Background: an optimization exercise with open tools, aiming at small area and a short achievable clock period. Do not read the settings as production practice.
In this exercise RTL edits were held to simulation tests only and were not proved equivalent to the original.
Power is estimated from default activity; no workload was simulated.

==> build 83 <==
==> flow/design.v <==
`timescale 1ns / 1ps
module ALU(
	input [4:0] op,
	input cf,
	input sub,		 
	input cincf,		 
	input arith,		 
	input store,		 
	input [3:0] offset,
	input [15:0] operandA,
	input [15:0] operandB,
	output [15:0] ALUo,
	output zero,
	output cout
);
	wire is_and = op == 5'b01101;
	wire is_xor = op == 5'b01111;
	wire is_not = op == 5'b10011;
	wire is_sll = op == 5'b00100;
	wire is_sla = op == 5'b00110;
	wire is_shr = op == 5'b00101 || op == 5'b00111;
	wire is_or = !(arith || is_and || is_xor || is_not || is_sll ||
		is_sla || is_shr);
	wire cin = cincf ? cf ^ sub : sub;
	wire [15:0] badd = store ? {12'd0, offset} : operandB;
	wire [15:0] bx = badd ^ {16{sub}};
	wire [17:0] s = {1'b0, operandA, 1'b1} + {1'b0, bx, cin};
	wire [15:0] sum = s[16:1];
	assign cout = s[17] ^ sub;
	wire [15:0] p = operandA ^ bx;
	wire [15:0] k = operandA | bx;
	wire sum_zero = &(p ~^ {k[14:0], cin});
	wire left = op[1:0] == 2'b00 || op[1:0] == 2'b10;	 
	reg [15:0] arev;
	integer i;
	always @(*)
		for (i = 0; i < 16; i = i + 1)
			arev[i] = operandA[15 - i];
	wire [15:0] sin = left ? arev : operandA;
	wire fill = op == 5'b00111 && operandA[15];
	wire [15:0] sr = $signed({fill, sin}) >>> operandB[3:0];
	reg [15:0] srrev;
	always @(*)
		for (i = 0; i < 16; i = i + 1)
			srrev[i] = sr[15 - i];
	wire [15:0] shl = {is_sla ? operandA[15] : srrev[15], srrev[14:0]};
	wire [15:0] other =
		({16{is_and}} & (operandA & operandB)) |
		({16{is_or}} & (operandA | operandB)) |
		({16{is_xor}} & (operandA ^ operandB)) |
		({16{is_not}} & ~operandA) |
		({16{is_sll || is_sla}} & shl) |
		({16{is_shr}} & sr);
	assign ALUo = ({16{arith}} & sum) | other;
	assign zero = ALUo == 16'd0;
endmodule
`timescale 1ns / 1ps
module PCPU(
	input clock,
	input [15:0] d_datain,
	input enable,
	input [15:0] i_datain,
	input reset,
	input [3:0] select_y,
	input start,
	output [7:0] d_addr,
	output [15:0] d_dataout,
	output d_we,
	output [7:0] i_addr,
	output [15:0] y,
	input show_gr
);
	reg [7:0] pc;
	reg [15:0] id_ir;
	reg [4:0] ex_op, mem_op;
	reg [2:0] ex_r1, mem_r1, wb_r1;
	reg wb_halt, wb_we, wb_fw;	 
	reg [15:0] reg_A, reg_B, reg_C, reg_C1;
	reg [15:0] smdr1;
	reg [3:0] ex_off;	 
	reg ex_sub, ex_cincf, ex_arith, ex_store;	 
	reg [2:0] flags;  
	reg dw;
	reg state;
	reg [15:0] gr[0:7];	 
	reg [7:0] gr_ok;	 
	wire run = state == 1'b1;
	assign d_dataout = smdr1;
	assign d_we = dw;
	assign d_addr = reg_C[7:0];
	assign i_addr = pc;
	always @(posedge clock) begin
		if (reset)
			state <= 1'b0;
		else if (state == 1'b0)
			state <= enable && start;
		else
			state <= enable && !wb_halt;
	end
	function fwd_op(input [4:0] op);
		fwd_op = op == 5'b00010 || op[4:2] == 3'b001 ||
			(op[4:3] == 2'b01 && op != 5'b01100) || op[4:2] == 3'b100;
	endfunction
	function [7:0] dec8(input [2:0] r);
		dec8 = 8'd1 << r;
	endfunction
	function [15:0] grsel(input [7:0] s, input [127:0] g);
		integer k;
		begin
			grsel = 16'd0;
			for (k = 0; k < 8; k = k + 1)
				grsel = grsel | ({16{s[k]}} & g[16*k +: 16]);
		end
	endfunction
	wire [127:0] grv = {gr[7], gr[6], gr[5], gr[4], gr[3], gr[2], gr[1], gr[0]};
	always @(posedge clock or posedge reset) begin
		if (reset)
			gr_ok <= 8'd0;
		else if (run && wb_we)
			gr_ok[wb_r1] <= 1'b1;
	end
	always @(posedge clock) begin
		if (run && wb_we)
			gr[wb_r1] <= reg_C1;
	end
	wire [4:0] id_op = id_ir[15:11];
	wire [2:0] id_r1 = id_ir[10:8];
	wire [4:0] pk_op = i_datain[15:11];
	wire pk_rr = pk_op == 5'b01000 || pk_op == 5'b10001 || pk_op == 5'b01010 ||
		pk_op == 5'b10010 || pk_op[4:2] == 3'b011;
	wire pk_a_r1 = pk_op == 5'b10000 || pk_op == 5'b01001 || pk_op == 5'b01011 ||
		pk_op == 5'b11001 || pk_op[4:1] == 4'b1101 || pk_op[4:2] == 3'b111;
	wire pk_a_none = pk_op[4:1] == 4'b0000 || pk_op == 5'b11000 ||
		pk_op[4:2] == 3'b101;
	wire [2:0] pk_ra = pk_a_r1 ? i_datain[10:8] : i_datain[6:4];
	wire miss = id_op == 5'b00010 &&
		((!pk_a_none && id_r1 == pk_ra) || (pk_rr && id_r1 == i_datain[2:0]));
	reg pc_jump;
	always @(*) begin
		case (mem_op)
			5'b11000, 5'b11001: pc_jump = 1'b1;
			5'b11010:  pc_jump = flags[1];
			5'b11011: pc_jump = !flags[1];
			5'b11100:  pc_jump = flags[2];
			5'b11101: pc_jump = !flags[2];
			5'b11110:  pc_jump = flags[0];
			5'b11111: pc_jump = !flags[0];
			default: pc_jump = 1'b0;
		endcase
	end
	always @(posedge clock or posedge reset) begin
		if (reset) begin
			id_ir <= 16'd0;
			pc <= 8'd0;
		end else if (run) begin
			id_ir <= (pc_jump || miss) ? 16'd0 : i_datain;
			if (pc_jump)
				pc <= reg_C[7:0];
			else if (!wb_halt && !miss)
				pc <= pc + 8'd1;
		end
	end
	wire [15:0] w_ALUo;
	wire w_cout, w_zero;
	wire id_store = id_op == 5'b00011;
	wire id_rr = id_op == 5'b01000 || id_op == 5'b10001 || id_op == 5'b01010 ||
		id_op == 5'b10010 || id_op[4:2] == 3'b011;
	wire id_a_r1 = id_op == 5'b10000 || id_op == 5'b01001 || id_op == 5'b01011 ||
		id_op == 5'b11001 || id_op[4:1] == 4'b1101 || id_op[4:2] == 3'b111;
	wire id_a_none = id_op[4:1] == 4'b0000 || id_op == 5'b11000 ||
		id_op[4:2] == 3'b101;
	wire id_b_imm = id_op == 5'b11000 || id_op == 5'b10100 || id_op == 5'b01001 ||
		id_op == 5'b01011 || id_op == 5'b11001 || id_op[4:1] == 4'b1101 ||
		id_op[4:2] == 3'b111;
	wire id_b_himm = id_op == 5'b10000;
	wire id_b_val3 = id_op[4:2] == 3'b001 || id_op == 5'b00010;
	wire id_sub = id_op == 5'b01010 || id_op == 5'b01011 || id_op == 5'b01100 ||
		id_op == 5'b10010;
	wire id_cincf = id_op == 5'b10001 || id_op == 5'b10010;
	wire id_arith = id_op == 5'b00010 || id_op == 5'b00011 || id_op == 5'b10000 ||
		id_op == 5'b01000 || id_op == 5'b01001 || id_op == 5'b10001 || id_sub ||
		id_op[4:1] == 4'b1101 || id_op[4:2] == 3'b111;
	wire [2:0] ra = id_a_r1 ? id_r1 : id_ir[6:4];
	wire [2:0] rb = id_store ? id_r1 : id_ir[2:0];
	wire ex_fw = fwd_op(ex_op);
	wire mem_fw = fwd_op(mem_op);
	wire mem_load = mem_op == 5'b00010;
	wire a_ex = ex_fw && ra == ex_r1;
	wire a_mem = !a_ex && mem_fw && ra == mem_r1;
	wire a_wb = !a_ex && !(mem_fw && ra == mem_r1) && wb_fw && ra == wb_r1;
	wire a_gr = !a_ex && !(mem_fw && ra == mem_r1) && !(wb_fw && ra == wb_r1);
	wire b_ex = ex_fw && rb == ex_r1;
	wire b_mem = !b_ex && mem_fw && rb == mem_r1;
	wire b_wb = !b_ex && !(mem_fw && rb == mem_r1) && wb_fw && rb == wb_r1;
	wire b_gr = !b_ex && !(mem_fw && rb == mem_r1) && !(wb_fw && rb == wb_r1);
	wire b_memd = b_mem && mem_load && !id_store;
	wire [15:0] fwd_a =
		({16{a_ex}} & w_ALUo) |
		({16{a_mem && mem_load}} & d_datain) |
		({16{a_mem && !mem_load}} & reg_C) |
		({16{a_wb}} & reg_C1) |
		grsel(dec8(ra) & gr_ok & {8{a_gr}}, grv);
	wire [15:0] fwd_b =
		({16{b_ex}} & w_ALUo) |
		({16{b_memd}} & d_datain) |
		({16{b_mem && !b_memd}} & reg_C) |
		({16{b_wb}} & reg_C1) |
		grsel(dec8(rb) & gr_ok & {8{b_gr}}, grv);
	always @(posedge clock or posedge reset) begin
		if (reset) begin
			ex_op <= 5'b00000;
			ex_sub <= 1'b0;
			ex_cincf <= 1'b0;
			ex_arith <= 1'b0;
			ex_store <= 1'b0;
			ex_r1 <= 3'd0;
			reg_A <= 16'd0;
			reg_B <= 16'd0;
		end else if (run) begin
			ex_op <= pc_jump ? 5'b00000 : id_op;
			ex_sub <= !pc_jump && id_sub;
			ex_cincf <= !pc_jump && id_cincf;
			ex_arith <= !pc_jump && id_arith;
			ex_store <= !pc_jump && id_store;
			ex_r1 <= id_r1;
			reg_A <= {16{!id_a_none}} & fwd_a;
			reg_B <= ({16{id_rr || id_store}} & fwd_b) |
				({16{id_b_imm}} & {8'd0, id_ir[7:0]}) |
				({16{id_b_himm}} & {id_ir[7:0], 8'd0}) |
				({16{id_b_val3}} & {12'd0, id_ir[3:0]});
		end
	end
	always @(posedge clock) begin
		if (run)
			ex_off <= id_ir[3:0];
	end
	ALU alu(
		.op(ex_op),
		.cf(flags[0]),
		.sub(ex_sub),
		.cincf(ex_cincf),
		.arith(ex_arith),
		.store(ex_store),
		.offset(ex_off),
		.operandA(reg_A),
		.operandB(reg_B),
		.ALUo(w_ALUo),
		.zero(w_zero),
		.cout(w_cout)
	);
	wire strAfterLd = ex_store && mem_load && ex_r1 == mem_r1;
	wire updateZFNF = !(ex_op[4:1] == 4'b1101 || ex_op[4:2] == 3'b111);
	wire updateCF = ex_op[4:2] == 3'b010 || ex_op == 5'b10001 || ex_op == 5'b10010;
	wire dwCondition = mem_op != 5'b00001 && !wb_halt && !pc_jump && ex_store;
	always @(posedge clock or posedge reset) begin
		if (reset) begin
			mem_op <= 5'b00000;
			mem_r1 <= 3'd0;
			reg_C <= 16'd0;
			flags <= 3'd0;
			dw <= 1'b0;
		end else if (run) begin
			mem_op <= pc_jump ? 5'b00000 : ex_op;
			mem_r1 <= ex_r1;
			reg_C <= w_ALUo;
			if (updateZFNF) begin
				flags[2] <= w_ALUo[15];
				flags[1] <= w_zero;
				if (updateCF)
					flags[0] <= w_cout;
			end
			dw <= dwCondition;
		end
	end
	always @(posedge clock) begin
		if (run)
			smdr1 <= strAfterLd ? d_datain : reg_B;
	end
	wire mem_we = fwd_op(mem_op) || mem_op == 5'b10100;
	always @(posedge clock or posedge reset) begin
		if (reset) begin
			wb_halt <= 1'b0;
			wb_we <= 1'b0;
			wb_fw <= 1'b0;
			wb_r1 <= 3'd0;
		end else if (run && !wb_halt) begin
			wb_halt <= !pc_jump && mem_op == 5'b00001;
			wb_we <= !pc_jump && mem_we;
			wb_fw <= !pc_jump && mem_fw;
			wb_r1 <= mem_r1;
		end
	end
	always @(posedge clock) begin
		if (run)
			reg_C1 <= mem_load ? d_datain : reg_C;
	end
	assign y = grsel(dec8(select_y[2:0]) & gr_ok & {8{show_gr}}, grv) |
		{8'd0, pc & {8{!show_gr}}};
endmodule
==> flow/flow/run.sh <==
#!/bin/bash
# Layout: the standard flow (standard.sh: standard synthesis, floorplan,
# placement, CTS, routing), unchanged except that the port buffers are
# made from sky130_fd_sc_hd__buf_1 rather than ORFS's default delay-buffer
# cell; every port still gets its buffer, and the resizer upsizes the ones
# timing needs. The make output goes to standard.log here; the tools' own
# logs are under orfs/logs/.
set -euo pipefail
export BUFFER_PORTS_ARGS="-buffer_cell sky130_fd_sc_hd__buf_1"
bash standard.sh > standard.log 2>&1
==> flow/standard.sh <==
#!/bin/bash
# synth_recipe.tcl (not shown) runs the flow's synth.tcl, then flattens the netlist and writes it again
# the make line also repeats each setting of config.mk as NAME=value (left out here)
make -C /OpenROAD-flow-scripts/flow DESIGN_CONFIG=/design/flow/config.mk WORK_HOME=/design/flow/orfs CLKGATE_MAP_FILE= SYNTH_SCRIPT=/design/flow/synth_recipe.tcl "${@:-finish}"
==> flow/config.mk <==
export PLATFORM = sky130hd
export DESIGN_NAME = PCPU
export DESIGN_NICKNAME = PCPU
export VERILOG_FILES = /design/flow/design.v
export SDC_FILE = /design/flow/constraint.sdc
export NUM_CORES = 4
export LEC_CHECK = 0
export CAP_MARGIN = 20
export CORE_MARGIN = 2
export CORE_UTILIZATION = 55
export CTS_BUF_LIST = sky130_fd_sc_hd__clkbuf_8
export CTS_CLUSTER_DIAMETER = 50
export CTS_CLUSTER_SIZE = 16
export SETUP_SLACK_MARGIN = 3.2
export SLEW_MARGIN = 20
export TNS_END_PERCENT = 20
==> flow/constraint.sdc <==
create_clock -name core_clock -period 7.5 [get_ports {clock}]
set_input_delay 1.5000 -clock core_clock [delete_from_list [all_inputs] [get_ports {clock}]]
set_output_delay 1.5000 -clock core_clock [all_outputs]
set_load 0.01 [all_outputs]
==> inputs of build 27, as changes to build 83 <==
--- a/flow/design.v
+++ b/flow/design.v
@@ -28,7 +28,4 @@
 	wire [15:0] sum = s[16:1];
 	assign cout = s[17] ^ sub;
-	wire [15:0] p = operandA ^ bx;
-	wire [15:0] k = operandA | bx;
-	wire sum_zero = &(p ~^ {k[14:0], cin});
 	wire left = op[1:0] == 2'b00 || op[1:0] == 2'b10;	 
 	reg [15:0] arev;
Settings changed: CORE_UTILIZATION 55 to 60, CTS_BUF_LIST sky130_fd_sc_hd__clkbuf_8 to sky130_fd_sc_hd__clkbuf_16, CTS_CLUSTER_DIAMETER 50 to 80, CTS_CLUSTER_SIZE 16 to 24.
==> inputs of build 35, as changes to build 83 <==
==> flow/design.v, changed modules only <==
module ALU(
	input [4:0] op,
	input cf,
	input [15:0] operandA,
	input [15:0] operandB,
	input store,		 
	input [3:0] offset,
	output [15:0] ALUo,
	output cout
);
	wire is_sub = op == 5'b01010 || op == 5'b01011 || op == 5'b01100 || op == 5'b10010;
	wire is_arith = op == 5'b00010 || op == 5'b00011 || op == 5'b10000 ||
		op == 5'b01000 || op == 5'b01001 || op == 5'b10001 || is_sub ||
		op[4:1] == 4'b1101 || op[4:2] == 3'b111;
	wire is_and = op == 5'b01101;
	wire is_xor = op == 5'b01111;
	wire is_not = op == 5'b10011;
	wire is_sll = op == 5'b00100;
	wire is_sla = op == 5'b00110;
	wire is_shr = op == 5'b00101 || op == 5'b00111;
	wire is_or = !(is_arith || is_and || is_xor || is_not || is_sll ||
		is_sla || is_shr);
	wire cin = op == 5'b10001 ? cf :
		op == 5'b10010 ? !cf : is_sub;
	wire [15:0] badd = store ? {12'd0, offset} : operandB;
	wire [15:0] bx = badd ^ {16{is_sub}};
	wire [17:0] s = {1'b0, operandA, 1'b1} + {1'b0, bx, cin};
	wire [15:0] sum = s[16:1];
	assign cout = s[17] ^ is_sub;
	wire left = op[1:0] == 2'b00 || op[1:0] == 2'b10;	 
	reg [15:0] arev;
	integer i;
	always @(*)
		for (i = 0; i < 16; i = i + 1)
			arev[i] = operandA[15 - i];
	wire [15:0] sin = left ? arev : operandA;
	wire fill = op == 5'b00111 && operandA[15];
	wire [15:0] sr = $signed({fill, sin}) >>> operandB[3:0];
	reg [15:0] srrev;
	always @(*)
		for (i = 0; i < 16; i = i + 1)
			srrev[i] = sr[15 - i];
	wire [15:0] shl = {is_sla ? operandA[15] : srrev[15], srrev[14:0]};
	assign ALUo =
		({16{is_arith}} & sum) |
		({16{is_and}} & (operandA & operandB)) |
		({16{is_or}} & (operandA | operandB)) |
		({16{is_xor}} & (operandA ^ operandB)) |
		({16{is_not}} & ~operandA) |
		({16{is_sll || is_sla}} & shl) |
		({16{is_shr}} & sr);
endmodule
module PCPU(
	input clock,
	input [15:0] d_datain,
	input enable,
	input [15:0] i_datain,
	input reset,
	input [3:0] select_y,
	input start,
	output [7:0] d_addr,
	output [15:0] d_dataout,
	output d_we,
	output [7:0] i_addr,
	output [15:0] y,
	input show_gr
);
	reg [7:0] pc;
	reg [15:0] id_ir;
	reg [4:0] ex_op, mem_op;
	reg [2:0] ex_r1, mem_r1, wb_r1;
	reg wb_halt, wb_we, wb_fw;	 
	reg [15:0] reg_A, reg_B, reg_C, reg_C1;
	reg [15:0] smdr1;
	reg [3:0] ex_off;	 
	reg [2:0] flags;  
	reg dw;
	reg state;
	reg [15:0] gr[0:7];	 
	reg [7:0] gr_ok;	 
	wire run = state == 1'b1;
	assign d_dataout = smdr1;
	assign d_we = dw;
	assign d_addr = reg_C[7:0];
	assign i_addr = pc;
	always @(posedge clock) begin
		if (reset)
			state <= 1'b0;
		else if (state == 1'b0)
			state <= enable && start;
		else
			state <= enable && !wb_halt;
	end
	function fwd_op(input [4:0] op);
		fwd_op = op == 5'b00010 || op[4:2] == 3'b001 ||
			(op[4:3] == 2'b01 && op != 5'b01100) || op[4:2] == 3'b100;
	endfunction
	function [7:0] dec8(input [2:0] r);
		dec8 = 8'd1 << r;
	endfunction
	function [15:0] grsel(input [7:0] s, input [127:0] g);
		integer k;
		begin
			grsel = 16'd0;
			for (k = 0; k < 8; k = k + 1)
				grsel = grsel | ({16{s[k]}} & g[16*k +: 16]);
		end
	endfunction
	wire [127:0] grv = {gr[7], gr[6], gr[5], gr[4], gr[3], gr[2], gr[1], gr[0]};
	always @(posedge clock or posedge reset) begin
		if (reset)
			gr_ok <= 8'd0;
		else if (run && wb_we)
			gr_ok[wb_r1] <= 1'b1;
	end
	always @(posedge clock) begin
		if (run && wb_we)
			gr[wb_r1] <= reg_C1;
	end
	wire [4:0] id_op = id_ir[15:11];
	wire [2:0] id_r1 = id_ir[10:8];
	wire [4:0] pk_op = i_datain[15:11];
	wire pk_rr = pk_op == 5'b01000 || pk_op == 5'b10001 || pk_op == 5'b01010 ||
		pk_op == 5'b10010 || pk_op[4:2] == 3'b011;
	wire pk_a_r1 = pk_op == 5'b10000 || pk_op == 5'b01001 || pk_op == 5'b01011 ||
		pk_op == 5'b11001 || pk_op[4:1] == 4'b1101 || pk_op[4:2] == 3'b111;
	wire pk_a_none = pk_op[4:1] == 4'b0000 || pk_op == 5'b11000 ||
		pk_op[4:2] == 3'b101;
	wire [2:0] pk_ra = pk_a_r1 ? i_datain[10:8] : i_datain[6:4];
	wire miss = id_op == 5'b00010 &&
		((!pk_a_none && id_r1 == pk_ra) || (pk_rr && id_r1 == i_datain[2:0]));
	reg pc_jump;
	always @(*) begin
		case (mem_op)
			5'b11000, 5'b11001: pc_jump = 1'b1;
			5'b11010:  pc_jump = flags[1];
			5'b11011: pc_jump = !flags[1];
			5'b11100:  pc_jump = flags[2];
			5'b11101: pc_jump = !flags[2];
			5'b11110:  pc_jump = flags[0];
			5'b11111: pc_jump = !flags[0];
			default: pc_jump = 1'b0;
		endcase
	end
	always @(posedge clock or posedge reset) begin
		if (reset) begin
			id_ir <= 16'd0;
			pc <= 8'd0;
		end else if (run) begin
			id_ir <= (pc_jump || miss) ? 16'd0 : i_datain;
			if (pc_jump)
				pc <= reg_C[7:0];
			else if (!wb_halt && !miss)
				pc <= pc + 8'd1;
		end
	end
	wire [15:0] w_ALUo;
	wire w_cout;
	wire id_store = id_op == 5'b00011;
	wire id_rr = id_op == 5'b01000 || id_op == 5'b10001 || id_op == 5'b01010 ||
		id_op == 5'b10010 || id_op[4:2] == 3'b011;
	wire id_a_r1 = id_op == 5'b10000 || id_op == 5'b01001 || id_op == 5'b01011 ||
		id_op == 5'b11001 || id_op[4:1] == 4'b1101 || id_op[4:2] == 3'b111;
	wire id_a_none = id_op[4:1] == 4'b0000 || id_op == 5'b11000 ||
		id_op[4:2] == 3'b101;
	wire id_b_imm = id_op == 5'b11000 || id_op == 5'b10100 || id_op == 5'b01001 ||
		id_op == 5'b01011 || id_op == 5'b11001 || id_op[4:1] == 4'b1101 ||
		id_op[4:2] == 3'b111;
	wire id_b_himm = id_op == 5'b10000;
	wire id_b_val3 = id_op[4:2] == 3'b001 || id_op == 5'b00010;
	wire [2:0] ra = id_a_r1 ? id_r1 : id_ir[6:4];
	wire [2:0] rb = id_store ? id_r1 : id_ir[2:0];
	wire ex_fw = fwd_op(ex_op);
	wire mem_fw = fwd_op(mem_op);
	wire mem_load = mem_op == 5'b00010;
	wire a_ex = ex_fw && ra == ex_r1;
	wire a_mem = !a_ex && mem_fw && ra == mem_r1;
	wire a_wb = !a_ex && !(mem_fw && ra == mem_r1) && wb_fw && ra == wb_r1;
	wire a_gr = !a_ex && !(mem_fw && ra == mem_r1) && !(wb_fw && ra == wb_r1);
	wire b_ex = ex_fw && rb == ex_r1;
	wire b_mem = !b_ex && mem_fw && rb == mem_r1;
	wire b_wb = !b_ex && !(mem_fw && rb == mem_r1) && wb_fw && rb == wb_r1;
	wire b_gr = !b_ex && !(mem_fw && rb == mem_r1) && !(wb_fw && rb == wb_r1);
	wire b_memd = b_mem && mem_load && !id_store;
	wire [15:0] fwd_a =
		({16{a_ex}} & w_ALUo) |
		({16{a_mem && mem_load}} & d_datain) |
		({16{a_mem && !mem_load}} & reg_C) |
		({16{a_wb}} & reg_C1) |
		grsel(dec8(ra) & gr_ok & {8{a_gr}}, grv);
	wire [15:0] fwd_b =
		({16{b_ex}} & w_ALUo) |
		({16{b_memd}} & d_datain) |
		({16{b_mem && !b_memd}} & reg_C) |
		({16{b_wb}} & reg_C1) |
		grsel(dec8(rb) & gr_ok & {8{b_gr}}, grv);
	always @(posedge clock or posedge reset) begin
		if (reset) begin
			ex_op <= 5'b00000;
			ex_r1 <= 3'd0;
			reg_A <= 16'd0;
			reg_B <= 16'd0;
		end else if (run) begin
			ex_op <= pc_jump ? 5'b00000 : id_op;
			ex_r1 <= id_r1;
			reg_A <= {16{!id_a_none}} & fwd_a;
			reg_B <= ({16{id_rr || id_store}} & fwd_b) |
				({16{id_b_imm}} & {8'd0, id_ir[7:0]}) |
				({16{id_b_himm}} & {id_ir[7:0], 8'd0}) |
				({16{id_b_val3}} & {12'd0, id_ir[3:0]});
		end
	end
	always @(posedge clock) begin
		if (run)
			ex_off <= id_ir[3:0];
	end
	wire ex_store = ex_op == 5'b00011;
	ALU alu(
		.op(ex_op),
		.cf(flags[0]),
		.operandA(reg_A),
		.operandB(reg_B),
		.store(ex_store),
		.offset(ex_off),
		.ALUo(w_ALUo),
		.cout(w_cout)
	);
	wire strAfterLd = ex_store && mem_load && ex_r1 == mem_r1;
	wire updateZFNF = !(ex_op[4:1] == 4'b1101 || ex_op[4:2] == 3'b111);
	wire updateCF = ex_op[4:2] == 3'b010 || ex_op == 5'b10001 || ex_op == 5'b10010;
	wire dwCondition = mem_op != 5'b00001 && !wb_halt && !pc_jump && ex_store;
	always @(posedge clock or posedge reset) begin
		if (reset) begin
			mem_op <= 5'b00000;
			mem_r1 <= 3'd0;
			reg_C <= 16'd0;
			flags <= 3'd0;
			dw <= 1'b0;
		end else if (run) begin
			mem_op <= pc_jump ? 5'b00000 : ex_op;
			mem_r1 <= ex_r1;
			reg_C <= w_ALUo;
			if (updateZFNF) begin
				flags[2] <= w_ALUo[15];
				flags[1] <= w_ALUo == 16'd0;
				if (updateCF)
					flags[0] <= w_cout;
			end
			dw <= dwCondition;
		end
	end
	always @(posedge clock) begin
		if (run)
			smdr1 <= strAfterLd ? d_datain : reg_B;
	end
	wire mem_we = fwd_op(mem_op) || mem_op == 5'b10100;
	always @(posedge clock or posedge reset) begin
		if (reset) begin
			wb_halt <= 1'b0;
			wb_we <= 1'b0;
			wb_fw <= 1'b0;
			wb_r1 <= 3'd0;
		end else if (run && !wb_halt) begin
			wb_halt <= !pc_jump && mem_op == 5'b00001;
			wb_we <= !pc_jump && mem_we;
			wb_fw <= !pc_jump && mem_fw;
			wb_r1 <= mem_r1;
		end
	end
	always @(posedge clock) begin
		if (run)
			reg_C1 <= mem_load ? d_datain : reg_C;
	end
	assign y = grsel(dec8(select_y[2:0]) & gr_ok & {8{show_gr}}, grv) |
		{8'd0, pc & {8{!show_gr}}};
endmodule
==> flow/run.sh (new file) <==
#!/bin/bash
# synth_recipe.tcl (not shown) runs the flow's synth.tcl, then flattens the netlist and writes it again
# the make line also repeats each setting of config.mk as NAME=value (left out here)
make -C /OpenROAD-flow-scripts/flow DESIGN_CONFIG=/design/flow/config.mk WORK_HOME=/design/flow/orfs CLKGATE_MAP_FILE= SYNTH_SCRIPT=/design/flow/synth_recipe.tcl finish
Settings changed: CORE_UTILIZATION 55 to 40, CTS_BUF_LIST sky130_fd_sc_hd__clkbuf_8 to unset, CTS_CLUSTER_DIAMETER 50 to unset, CTS_CLUSTER_SIZE 16 to unset.
removed: flow/flow/run.sh
removed: flow/standard.sh
==> inputs of build 68, as changes to build 83 <==
--- a/flow/design.v
+++ b/flow/design.v
@@ -28,7 +28,4 @@
 	wire [15:0] sum = s[16:1];
 	assign cout = s[17] ^ sub;
-	wire [15:0] p = operandA ^ bx;
-	wire [15:0] k = operandA | bx;
-	wire sum_zero = &(p ~^ {k[14:0], cin});
 	wire left = op[1:0] == 2'b00 || op[1:0] == 2'b10;	 
 	reg [15:0] arev;
Settings changed: CORE_UTILIZATION 55 to 50.
==> notes.md <==
- Die area, lowest first: build 27, build 83, build 68, build 35.
- In synthesized area, build 83 and build 68 do not differ.
- Hold slack, lowest first: build 35, build 68, build 27, build 83.
- Via count, highest first: build 27, build 83, build 35, build 68.
- In build 35 the clock-buffer cell count is higher than in build 83, by 8.
==> figures <==
H-tree levels: build 68 2; build 35 2; build 27 1; build 83 2
Switching power as a share of total power: build 68 47.0%; build 35 43.7%; build 27 47.8%; build 83 47.1%
Post-layout instance count excluding filler cells: build 68 2398; build 35 2556; build 27 2287; build 83 2389
Dpl cell area: build 68 0.0189 mm^2; build 35 0.0194 mm^2; build 27 0.0188 mm^2; build 83 0.0189 mm^2
Met3 usage in global routing: build 68 7.81%; build 35 6.93%; build 27 13.7%; build 83 10.9%
Fraction of area in registers: build 68 37.9%; build 35 34.9%; build 27 38.3%; build 83 37.6%
Total wire length after detailed routing: build 68 73800 um; build 35 75800 um; build 27 72000 um; build 83 73600 um
Crit path time final: build 68 4.34 ns; build 35 4.51 ns; build 27 4.35 ns; build 83 4.33 ns
Max_slew headroom: build 68 24.6%; build 35 24.8%; build 27 23.0%; build 83 22.1%
Status: build 68 complete, no violations; build 35 complete, no violations; build 27 complete, no violations; build 83 complete, no violations
Crit-path max FO: build 68 8; build 35 5; build 27 10; build 83 8
Arithmetic-cell share of the synthesized area counting full adders, half adders and majority gates: build 68 3.69%; build 35 3.82%; build 27 3.69%; build 83 3.69%

re-timing with driven ports:
The results above use ideal ports. As a check the final layouts listed here were re-extracted and re-timed, cells and wires unchanged.
Step 1: set_driving_cell puts a clkbuf_16 on clock and a buf_2 on each other input, an assumption about the parent block.
Step 2, shift: input delay + t, output delay - t, t = (earliest + latest rising clock arrival at the registers) / 2. This alone moves slack from input paths to output paths.
a / b / c = no drivers / after step 1 / after step 2; a / b = the first two.
| run | t, ns | setup WS [ns] | worst register clock-pin slew, ns | worst slew at a driven data input, ns |
|---|---|---|---|---|
| build 83 | 0.643 | 3.168 / 3.144 / 3.144 | 0.10 / 0.10 | 0.04 |
| build 27 | 0.579 | 3.151 / 3.103 / 3.103 | 0.10 / 0.10 | 0.06 |
| build 35 | 0.601 | 2.995 / 2.941 / 2.851 | 0.07 / 0.07 | 0.07 |
| build 68 | 0.645 | 3.164 / 3.143 / 3.143 | 0.10 / 0.10 | 0.05 |
After both steps every run listed still meets setup and hold. For build 35, which loses most, drivers alone change the setup slack by -0.054 ns; drivers and shift together by -0.144 ns.
